Background: an optimization exercise with open tools, aiming at small area. Do not read the settings as production practice. In this exercise RTL edits were held to simulation tests only and were not proved equivalent to the original.

==> job 3549: inputs <==
## fc_top
module fc_top(
	input wire clk,
	input wire rst_n,
	input wire valid_i,
	input wire [9*8-1:0] data_in,
	input wire [9*8-1:0] weight1,
	input wire [9*8-1:0] weight2,
	input wire [31:0] bias,
	output wire valid_o,
	output wire [7:0] data1_o,
	output wire [7:0] data2_o
);
reg [3:0] cnt;
reg [4:0] num_cnt;
always @(posedge clk or negedge rst_n) begin
	if (!rst_n)
		cnt <= 4'd0;
	else if (valid_i)
		cnt <= 4'd1;
	else if (cnt == 4'd13)
		cnt <= 4'd0;
	else if (cnt != 4'd0)
		cnt <= cnt + 4'd1;
end
always @(posedge clk or negedge rst_n) begin
	if (!rst_n)
		num_cnt <= 5'd0;
	else if (valid_i)
		num_cnt <= num_cnt + 5'd1;
end
assign valid_o = (cnt == 4'd13) && (num_cnt == 5'd0);
reg [63:0] w1_sr, w2_sr;
always @(posedge clk) begin
	if (valid_i) begin
		w1_sr <= weight1[71:8];
		w2_sr <= weight2[71:8];
	end else begin
		w1_sr <= {weight1[71:64], w1_sr[63:8]};
		w2_sr <= {weight2[71:64], w2_sr[63:8]};
	end
end
wire act = valid_i | ((cnt != 4'd0) && (cnt <= 4'd8));
reg [7:0] pe_data;
integer k;
always @(*) begin
	pe_data = valid_i ? data_in[7:0] : 8'd0;
	for (k = 1; k < 9; k = k + 1)
		if (cnt == k)
			pe_data = data_in[8*k +: 8];
end
wire [7:0] pe_w1 = valid_i ? weight1[7:0] : w1_sr[7:0];
wire [7:0] pe_w2 = valid_i ? weight2[7:0] : w2_sr[7:0];
wire load = (num_cnt == 5'd0) && ((cnt == 4'd0) || (cnt == 4'd13));
reg [23:0] acc1, acc2;
reg [2:0] cb1, cb2;
wire [23:0] acc1_n, acc2_n;
wire [2:0] cb1_n, cb2_n;
pe_fc u_pe_fc1(
	.x(pe_data), .w(pe_w1), .act(act), .load(load), .bias(bias[15:0]),
	.acc(acc1), .cb(cb1), .acc_n(acc1_n), .cb_n(cb1_n)
);
pe_fc u_pe_fc2(
	.x(pe_data), .w(pe_w2), .act(act), .load(load), .bias(bias[31:16]),
	.acc(acc2), .cb(cb2), .acc_n(acc2_n), .cb_n(cb2_n)
);
always @(posedge clk) begin
	acc1 <= acc1_n;
	acc2 <= acc2_n;
	cb1 <= cb1_n;
	cb2 <= cb2_n;
end
reg [1:0] rc1, rc2;
wire [1:0] rc1_n, rc2_n;
rescale u_rescale1(.s(acc1), .r(rc1), .r_n(rc1_n), .q(data1_o));
rescale u_rescale2(.s(acc2), .r(rc2), .r_n(rc2_n), .q(data2_o));
always @(posedge clk) begin
	rc1 <= rc1_n;
  ...
clock: 8.0 ns
lec_check: 0
cap_margin: 20
core_margin: 2
core_utilization: 40
place_density: 0.6
slew_margin: 20
synth_hierarchical: 1
synth_minimum_keep_size: 0
standard.sh (not shown) runs the stock make flow with config.mk's settings and CLKGATE_MAP_FILE= SYNTH_SCRIPT=/design/flow/synth_recipe.tcl, a recipe that flattens the netlist after the stock synthesis.
==> flow/flow/run.sh <==
#!/bin/bash
# The standard layout (standard.sh), with the port buffers made of the
# smallest plain buffer cell instead of ORFS's default choice.
set -euo pipefail
export BUFFER_PORTS_ARGS="-buffer_cell sky130_fd_sc_hd__buf_1"
bash standard.sh > standard.log 2>&1
==> job 1282: changes against job 3549 <==
==> flow/run.sh (new file) <==
#!/bin/bash
# synth_recipe.tcl (not shown) runs the flow's synth.tcl, then flattens the netlist and writes it again
# the make line also repeats each setting of config.mk as NAME=value (left out here)
make -C /OpenROAD-flow-scripts/flow DESIGN_CONFIG=/design/flow/config.mk WORK_HOME=/design/flow/orfs CLKGATE_MAP_FILE= SYNTH_SCRIPT=/design/flow/synth_recipe.tcl finish
removed: flow/flow/run.sh
removed: flow/standard.sh
==> run_results.csv <==
group,metric,value,unit
layout,area_delta_synth_final,24.8,%
power_and_ir_drop,power_frac_comb,64.5,%
layout,n_all_buffers,285,
power_and_ir_drop,p_clk,909,uW
outcome,outcome,"no timing/DRC/antenna violations",
timing,worst-slew-pin-transition,0.794,ns
layout,clkbuf_count,18,
timing,fin_worst_skew,0.0142,ns
routing,dr_wl_met2,14.9,mm
That was job 1282.
==> run_results.csv <==
group,metric,value,unit
outcome,outcome,"no timing/DRC/antenna violations",
timing,worst-slew-pin-transition,0.925,ns
critical_path,worstSetupPathType,"input port to flip-flop",
layout,clock_area_share,4.41,%
power_and_ir_drop,power_frac_comb,63.1,%
power_and_ir_drop,p_clk,959,uW
layout,clkbuf_count,17,
timing,fin_worst_skew,0.0161,ns
layout,n_all_buffers,283,
layout,area_delta_synth_final,12.4,%
That was job 3549.


==> 04-11: inputs <==
fc_top, a different RTL version from the one above (not shown whole).
==> module xo, before the edit <==
module xo(input a, input b, output y);
assign y = a ^ b;
endmodule
==> module fc_top, before the edit <==
module fc_top(
	input wire clk,
	input wire rst_n,
	input wire valid_i,
	input wire [9*8-1:0] data_in,
	input wire [9*8-1:0] weight1,
	input wire [9*8-1:0] weight2,
	input wire [31:0] bias,
	output wire valid_o,
	output wire [7:0] data1_o,
	output wire [7:0] data2_o
);
reg [3:0] cnt;
reg [4:0] num_cnt;
always @(posedge clk or negedge rst_n) begin
	if (!rst_n)
		cnt <= 4'd0;
	else if (valid_i)
		cnt <= 4'd1;
	else if (cnt == 4'd13)
		cnt <= 4'd0;
	else if (cnt != 4'd0)
		cnt <= cnt + 4'd1;
end
always @(posedge clk or negedge rst_n) begin
	if (!rst_n)
		num_cnt <= 5'd0;
	else if (valid_i)
		num_cnt <= num_cnt + 5'd1;
end
assign valid_o = (cnt == 4'd13) && (num_cnt == 5'd0);
wire valid_n = ~valid_i;
reg [63:0] w1_sr, w2_sr;
wire [63:0] w1_sr_n, w2_sr_n;
genvar gw;
generate for (gw = 0; gw < 56; gw = gw + 1) begin: WSR
	aoi u_aoi1(.a(weight1[gw + 8]), .sa(valid_i), .b(w1_sr[gw + 8]), .sb(valid_n), .y(w1_sr_n[gw]));
	aoi u_aoi2(.a(weight2[gw + 8]), .sa(valid_i), .b(w2_sr[gw + 8]), .sb(valid_n), .y(w2_sr_n[gw]));
end endgenerate
assign w1_sr_n[63:56] = weight1[71:64];
assign w2_sr_n[63:56] = weight2[71:64];
always @(posedge clk) begin
	w1_sr <= w1_sr_n;
	w2_sr <= w2_sr_n;
end
wire act = valid_i | ((cnt != 4'd0) && (cnt <= 4'd8));
wire [8:0] dsel;
assign dsel[0] = valid_i;
genvar gk;
generate for (gk = 1; gk < 9; gk = gk + 1) begin: DSEL
	assign dsel[gk] = (cnt == gk);
end endgenerate
wire [7:0] pe_xn;
xmux u_xmux(.sel(dsel), .d(data_in), .xn(pe_xn));
wire winv = (cnt == 4'd1) || (cnt == 4'd3) || (cnt == 4'd5) || (cnt == 4'd7) || (cnt == 4'd8);
wire [7:0] pe_wn1, pe_wn2;
generate for (gw = 0; gw < 8; gw = gw + 1) begin: WOP
	wire m1, m2;
	aoi u_aoi1(.a(weight1[gw]), .sa(valid_i), .b(w1_sr[gw]), .sb(valid_n), .y(m1));
	aoi u_aoi2(.a(weight2[gw]), .sa(valid_i), .b(w2_sr[gw]), .sb(valid_n), .y(m2));
	xo u_xo1(.a(m1), .b(winv), .y(pe_wn1[gw]));
	xo u_xo2(.a(m2), .b(winv), .y(pe_wn2[gw]));
end endgenerate
wire load = (num_cnt == 5'd0) && ((cnt == 4'd0) || (cnt == 4'd13));
wire load_n = ~load;
reg [23:0] acc1, acc2;
reg [2:0] cb1, cb2;
wire [23:0] acc1_n, acc2_n;
wire [2:0] cb1_n, cb2_n;
pe_fc u_pe_fc1(
	.xn(pe_xn), .wn(pe_wn1), .act(act), .load(load), .loadn(load_n), .bias(bias[15:0]),
	.acc(acc1), .cb(cb1), .acc_n(acc1_n), .cb_n(cb1_n)
);
pe_fc u_pe_fc2(
	.xn(pe_xn), .wn(pe_wn2), .act(act), .load(load), .loadn(load_n), .bias(bias[31:16]),
	.acc(acc2), .cb(cb2), .acc_n(acc2_n), .cb_n(cb2_n)
);
always @(posedge clk) begin
	acc1 <= acc1_n;
	acc2 <= acc2_n;
	cb1 <= cb1_n;
	cb2 <= cb2_n;
end
reg s10, s11, s12;
always @(posedge clk) begin
	s10 <= (cnt == 4'd9);
	s11 <= (cnt == 4'd10);
	s12 <= (cnt == 4'd11);
end
wire s10_n = ~s10, s11_n = ~s11, s12_n = ~s12;
wire [11:0] rs_a;
wire [17:8] rs_b;
wire [23:14] rs_c;
genvar gr;
generate for (gr = 0; gr < 12; gr = gr + 1) begin: RSA
	ao u_ao(.a(acc1[gr]), .sa(s10), .b(acc2[gr]), .sb(s10_n), .y(rs_a[gr]));
end endgenerate
generate for (gr = 8; gr < 18; gr = gr + 1) begin: RSB
	ao u_ao(.a(acc1[gr]), .sa(s11), .b(acc2[gr]), .sb(s11_n), .y(rs_b[gr]));
end endgenerate
generate for (gr = 14; gr < 24; gr = gr + 1) begin: RSC
	ao u_ao(.a(acc1[gr]), .sa(s12), .b(acc2[gr]), .sb(s12_n), .y(rs_c[gr]));
end endgenerate
reg rs_ra, rs_rb;
reg [17:15] rs_tb;
reg [7:0] q1;
wire rs_ra_n, rs_rb_n;
wire [17:15] rs_tb_n;
wire [7:0] rs_q;
rescale u_rescale(
	.sa(rs_a), .sb(rs_b), .sc(rs_c), .r_a(rs_ra), .r_b(rs_rb), .tb(rs_tb),
	.r_a_n(rs_ra_n), .r_b_n(rs_rb_n), .tb_n(rs_tb_n), .q(rs_q)
);
always @(posedge clk) begin
	rs_ra <= rs_ra_n;
	rs_rb <= rs_rb_n;
	rs_tb <= rs_tb_n;
	q1 <= rs_q;
end
assign data1_o = q1;
assign data2_o = rs_q;
endmodule
export LEC_CHECK = 0
export CAP_MARGIN = 20
export CORE_MARGIN = 2
export CORE_UTILIZATION = 40
export PLACE_DENSITY = 0.6
export SLEW_MARGIN = 20
export SYNTH_HIERARCHICAL = 1
export SYNTH_MINIMUM_KEEP_SIZE = 0
create_clock -name core_clock -period 8.0 [get_ports {clk}]
==> flow/flow/run.sh <==
#!/bin/bash
# The standard layout (standard.sh) with two changes: the port buffers are the
# smallest plain buffer cell instead of ORFS's default choice, and clock tree
# synthesis uses clkbuf_8 buffers, clusters of up to 12 sinks and no dummy loads.
set -euo pipefail
export BUFFER_PORTS_ARGS="-buffer_cell sky130_fd_sc_hd__buf_1"
export CTS_ARGS="-sink_clustering_enable -sink_clustering_size 12 -sink_clustering_max_diameter 150 -repair_clock_nets -dont_use_dummy_load -buf_list sky130_fd_sc_hd__clkbuf_8"
bash standard.sh > standard.log 2>&1
==> 11-02: changes against 04-11 <==
--- a/flow/design.v
+++ b/flow/design.v
@@ -278,18 +278,18 @@
 fa u12 (.a(sa[8]), .b(sa[7]), .c(sa[5]), .s(n11), .co(n12));
 wire n13, n14;
 fa u14 (.a(sa[9]), .b(sa[8]), .c(sa[6]), .s(n13), .co(n14));
 wire n15, n16;
 fa u16 (.a(sa[10]), .b(sa[9]), .c(sa[7]), .s(n15), .co(n16));
 wire n17, n18;
 fa u18 (.a(sa[11]), .b(sa[10]), .c(sa[8]), .s(n17), .co(n18));
-wire n19 = sa[1] & sa[0];
+wire n19 = sa[1] | sa[0];
 wire n20;
 mj u20 (.a(sa[2]), .b(sa[1]), .c(n19), .y(n20));
-wire n21 = n1 & n20;
+wire n21 = n1 | n20;
 wire n22;
 mj u22 (.a(n2), .b(n3), .c(n21), .y(n22));
 wire n23;
 mj u23 (.a(n4), .b(n5), .c(n22), .y(n23));
 wire n24;
 mj u24 (.a(n6), .b(n7), .c(n23), .y(n24));
 wire n25;
@@ -357,17 +357,17 @@
 wire n77, n78;
 fa u78 (.a(sc[21]), .b(n63), .c(n76), .s(n77), .co(n78));
 wire n79, n80;
 fa u80 (.a(sc[22]), .b(sc[23]), .c(n78), .s(n79), .co(n80));
 assign r_a_n = n29;
 assign r_b_n = n51;
 assign tb_n = {n50, n48, n46};
-wire [27:15] t = {sc[23], n80, n79, n77, n75, n73, n71, n69, n67, n65, tb};
-wire in_range = (&t[27:22]) | ~(|t[27:22]);
-assign q = in_range ? t[22:15] : (t[27] ? 8'h80 : 8'h7f);
+wire [27:15] tn = {sc[23], n80, n79, n77, n75, n73, n71, n69, n67, n65, tb};
+wire in_range = (&tn[27:22]) | ~(|tn[27:22]);
+assign q = in_range ? ~tn[22:15] : (tn[27] ? 8'h7f : 8'h80);
 endmodule
 module ao(input a, input sa, input b, input sb, output y);
 assign y = (a & sa) | (b & sb);
 endmodule
 module xo(input a, input b, output y);
 assign y = a ^ b;
 endmodule
@@ -492,21 +492,21 @@
 end
 wire s10_n = ~s10, s11_n = ~s11, s12_n = ~s12;
 wire [11:0] rs_a;
 wire [17:8] rs_b;
 wire [23:14] rs_c;
 genvar gr;
 generate for (gr = 0; gr < 12; gr = gr + 1) begin: RSA
-	ao u_ao(.a(acc1[gr]), .sa(s10), .b(acc2[gr]), .sb(s10_n), .y(rs_a[gr]));
+	aoi u_aoi(.a(acc1[gr]), .sa(s10), .b(acc2[gr]), .sb(s10_n), .y(rs_a[gr]));
 end endgenerate
 generate for (gr = 8; gr < 18; gr = gr + 1) begin: RSB
-	ao u_ao(.a(acc1[gr]), .sa(s11), .b(acc2[gr]), .sb(s11_n), .y(rs_b[gr]));
+	aoi u_aoi(.a(acc1[gr]), .sa(s11), .b(acc2[gr]), .sb(s11_n), .y(rs_b[gr]));
 end endgenerate
 generate for (gr = 14; gr < 24; gr = gr + 1) begin: RSC
-	ao u_ao(.a(acc1[gr]), .sa(s12), .b(acc2[gr]), .sb(s12_n), .y(rs_c[gr]));
+	aoi u_aoi(.a(acc1[gr]), .sa(s12), .b(acc2[gr]), .sb(s12_n), .y(rs_c[gr]));
 end endgenerate
 reg rs_ra, rs_rb;
 reg [17:15] rs_tb;
 reg [7:0] q1;
 wire rs_ra_n, rs_rb_n;
 wire [17:15] rs_tb_n;
 wire [7:0] rs_q;
==> flow/flow/run.sh (replaced) <==
#!/bin/bash
# The standard layout (standard.sh) with two changes: the port buffers are the
# smallest plain buffer cell instead of ORFS's default choice, and clock tree
# synthesis uses clkbuf_8 buffers, clusters of up to 14 sinks and no dummy loads.
set -euo pipefail
export BUFFER_PORTS_ARGS="-buffer_cell sky130_fd_sc_hd__buf_1"
export CTS_ARGS="-sink_clustering_enable -sink_clustering_size 14 -sink_clustering_max_diameter 150 -repair_clock_nets -dont_use_dummy_load -buf_list sky130_fd_sc_hd__clkbuf_8"
bash standard.sh > standard.log 2>&1
Settings changed: CORE_UTILIZATION 40 to 60, PLACE_DENSITY 0.6 to 0.75.
==> 11-24: changes against 04-11 <==
--- a/flow/design.v
+++ b/flow/design.v
@@ -364,17 +364,14 @@
 wire [27:15] t = {sc[23], n80, n79, n77, n75, n73, n71, n69, n67, n65, tb};
 wire in_range = (&t[27:22]) | ~(|t[27:22]);
 assign q = in_range ? t[22:15] : (t[27] ? 8'h80 : 8'h7f);
 endmodule
 module ao(input a, input sa, input b, input sb, output y);
 assign y = (a & sa) | (b & sb);
 endmodule
-module xo(input a, input b, output y);
-assign y = a ^ b;
-endmodule
 module aoi(input a, input sa, input b, input sb, output y);
 assign y = ~((a | sb) & (b | sa));
 endmodule
 module xmux(input [8:0] sel, input [71:0] d, output [7:0] xn);
 genvar j;
 generate for (j = 0; j < 8; j = j + 1) begin: BIT
 	wire a, b, c;
@@ -433,16 +430,16 @@
 end
 assign valid_o = (cnt == 4'd13) && (num_cnt == 5'd0);
 wire valid_n = ~valid_i;
 reg [63:0] w1_sr, w2_sr;
 wire [63:0] w1_sr_n, w2_sr_n;
 genvar gw;
 generate for (gw = 0; gw < 56; gw = gw + 1) begin: WSR
-	aoi u_aoi1(.a(weight1[gw + 8]), .sa(valid_i), .b(w1_sr[gw + 8]), .sb(valid_n), .y(w1_sr_n[gw]));
-	aoi u_aoi2(.a(weight2[gw + 8]), .sa(valid_i), .b(w2_sr[gw + 8]), .sb(valid_n), .y(w2_sr_n[gw]));
+	ao u_ao1(.a(weight1[gw + 8]), .sa(valid_i), .b(w1_sr[gw + 8]), .sb(valid_n), .y(w1_sr_n[gw]));
+	ao u_ao2(.a(weight2[gw + 8]), .sa(valid_i), .b(w2_sr[gw + 8]), .sb(valid_n), .y(w2_sr_n[gw]));
 end endgenerate
 assign w1_sr_n[63:56] = weight1[71:64];
 assign w2_sr_n[63:56] = weight2[71:64];
 always @(posedge clk) begin
 	w1_sr <= w1_sr_n;
 	w2_sr <= w2_sr_n;
 end
@@ -451,22 +448,18 @@
 assign dsel[0] = valid_i;
 genvar gk;
 generate for (gk = 1; gk < 9; gk = gk + 1) begin: DSEL
 	assign dsel[gk] = (cnt == gk);
 end endgenerate
 wire [7:0] pe_xn;
 xmux u_xmux(.sel(dsel), .d(data_in), .xn(pe_xn));
-wire winv = (cnt == 4'd1) || (cnt == 4'd3) || (cnt == 4'd5) || (cnt == 4'd7) || (cnt == 4'd8);
 wire [7:0] pe_wn1, pe_wn2;
 generate for (gw = 0; gw < 8; gw = gw + 1) begin: WOP
-	wire m1, m2;
-	aoi u_aoi1(.a(weight1[gw]), .sa(valid_i), .b(w1_sr[gw]), .sb(valid_n), .y(m1));
-	aoi u_aoi2(.a(weight2[gw]), .sa(valid_i), .b(w2_sr[gw]), .sb(valid_n), .y(m2));
-	xo u_xo1(.a(m1), .b(winv), .y(pe_wn1[gw]));
-	xo u_xo2(.a(m2), .b(winv), .y(pe_wn2[gw]));
+	aoi u_aoi1(.a(weight1[gw]), .sa(valid_i), .b(w1_sr[gw]), .sb(valid_n), .y(pe_wn1[gw]));
+	aoi u_aoi2(.a(weight2[gw]), .sa(valid_i), .b(w2_sr[gw]), .sb(valid_n), .y(pe_wn2[gw]));
 end endgenerate
 wire load = (num_cnt == 5'd0) && ((cnt == 4'd0) || (cnt == 4'd13));
 wire load_n = ~load;
 reg [23:0] acc1, acc2;
 reg [2:0] cb1, cb2;
 wire [23:0] acc1_n, acc2_n;
 wire [2:0] cb1_n, cb2_n;
@@ -480,20 +473,15 @@
 );
 always @(posedge clk) begin
 	acc1 <= acc1_n;
 	acc2 <= acc2_n;
 	cb1 <= cb1_n;
 	cb2 <= cb2_n;
 end
-reg s10, s11, s12;
-always @(posedge clk) begin
-	s10 <= (cnt == 4'd9);
-	s11 <= (cnt == 4'd10);
-	s12 <= (cnt == 4'd11);
-end
+wire s10 = (cnt == 4'd10), s11 = (cnt == 4'd11), s12 = (cnt == 4'd12);
 wire s10_n = ~s10, s11_n = ~s11, s12_n = ~s12;
 wire [11:0] rs_a;
 wire [17:8] rs_b;
 wire [23:14] rs_c;
 genvar gr;
 generate for (gr = 0; gr < 12; gr = gr + 1) begin: RSA
 	ao u_ao(.a(acc1[gr]), .sa(s10), .b(acc2[gr]), .sb(s10_n), .y(rs_a[gr]));
==> flow/flow/run.sh (replaced) <==
#!/bin/bash
# The standard layout (standard.sh) with two changes: the port buffers are the
# smallest plain buffer cell instead of ORFS's default choice, and clock tree
# synthesis uses clkbuf_8 buffers and no dummy loads.
set -euo pipefail
export BUFFER_PORTS_ARGS="-buffer_cell sky130_fd_sc_hd__buf_1"
export CTS_ARGS="-sink_clustering_enable -repair_clock_nets -dont_use_dummy_load -buf_list sky130_fd_sc_hd__clkbuf_8"
bash standard.sh > standard.log 2>&1
==> results_dict.tcl <==
set metrics [dict create \
    status "finished clean" \
    htree_levels 2 \
    ctsResizeCount 4 \
    antenna_found_initial 5 \
    synth_top_area_share 0.3330 \
    drive_gt1_frac 0.1121 \
    max_slew.worst_pin.slew_ps 1012 \
    multi_input_area_share 0.5158 \
]
That was 11-24.
==> results_dict.tcl <==
set metrics [dict create \
    max_slew.worst_pin.slew_ps 815.8 \
    top_regs "w1_sr x64, w2_sr x64" \
    antenna_found_initial 1 \
    crit_type "reg -> out" \
    synth_top_area_share 0.3443 \
    status "finished clean" \
    multi_input_area_share 0.5262 \
]
That was 11-02.
==> results_dict.tcl <==
set metrics [dict create \
    multi_input_area_share 0.5171 \
    synth_top_area_share 0.3413 \
    drive_gt1_frac 0.07502 \
    antenna_found_initial 6 \
    max_slew.worst_pin.slew_ps 875.3 \
    status "finished clean" \
    htree_levels 1 \
    ctsResizeCount 0 \
]
That was 04-11.

-- what the ideal ports hide --
No port has a modelled driver above. Below, the same layouts with a new extraction and two added sets of constraints. Step 1 (the two cells are an assumption about what drives the block):
set clk [get_ports {clk}]
set_driving_cell -lib_cell sky130_fd_sc_hd__clkbuf_16 $clk
set_driving_cell -lib_cell sky130_fd_sc_hd__buf_2 [delete_from_list [all_inputs] $clk]
Step 2, shift: input delay + t, output delay - t, t = (earliest + latest rising clock arrival at the registers) / 2. This alone moves slack from input paths to output paths. Three values: ideal, step 1, step 2; two values: the first two.
run | shift t [ns] | setup slack, ns | slew at the worst register clock pin (ns)
job 3549 | 0.485 | 1.140 / 1.166 / 0.681 | 0.09 / 0.09
job 1282 | 0.487 | 1.067 / 1.094 / 0.607 | 0.08 / 0.08
04-11 | 0.564 | 0.364 / 0.318 / 0.481 | 0.10 / 0.10
11-02 | 0.554 | 0.399 / 0.356 / 0.277 | 0.10 / 0.10
11-24 | 0.553 | 0.242 / 0.194 / 0.524 | 0.06 / 0.06
After both steps every run listed still meets setup and hold. The setup slack of job 1282, which loses most, moves by +0.027 ns with the drivers and by -0.460 ns with both steps.
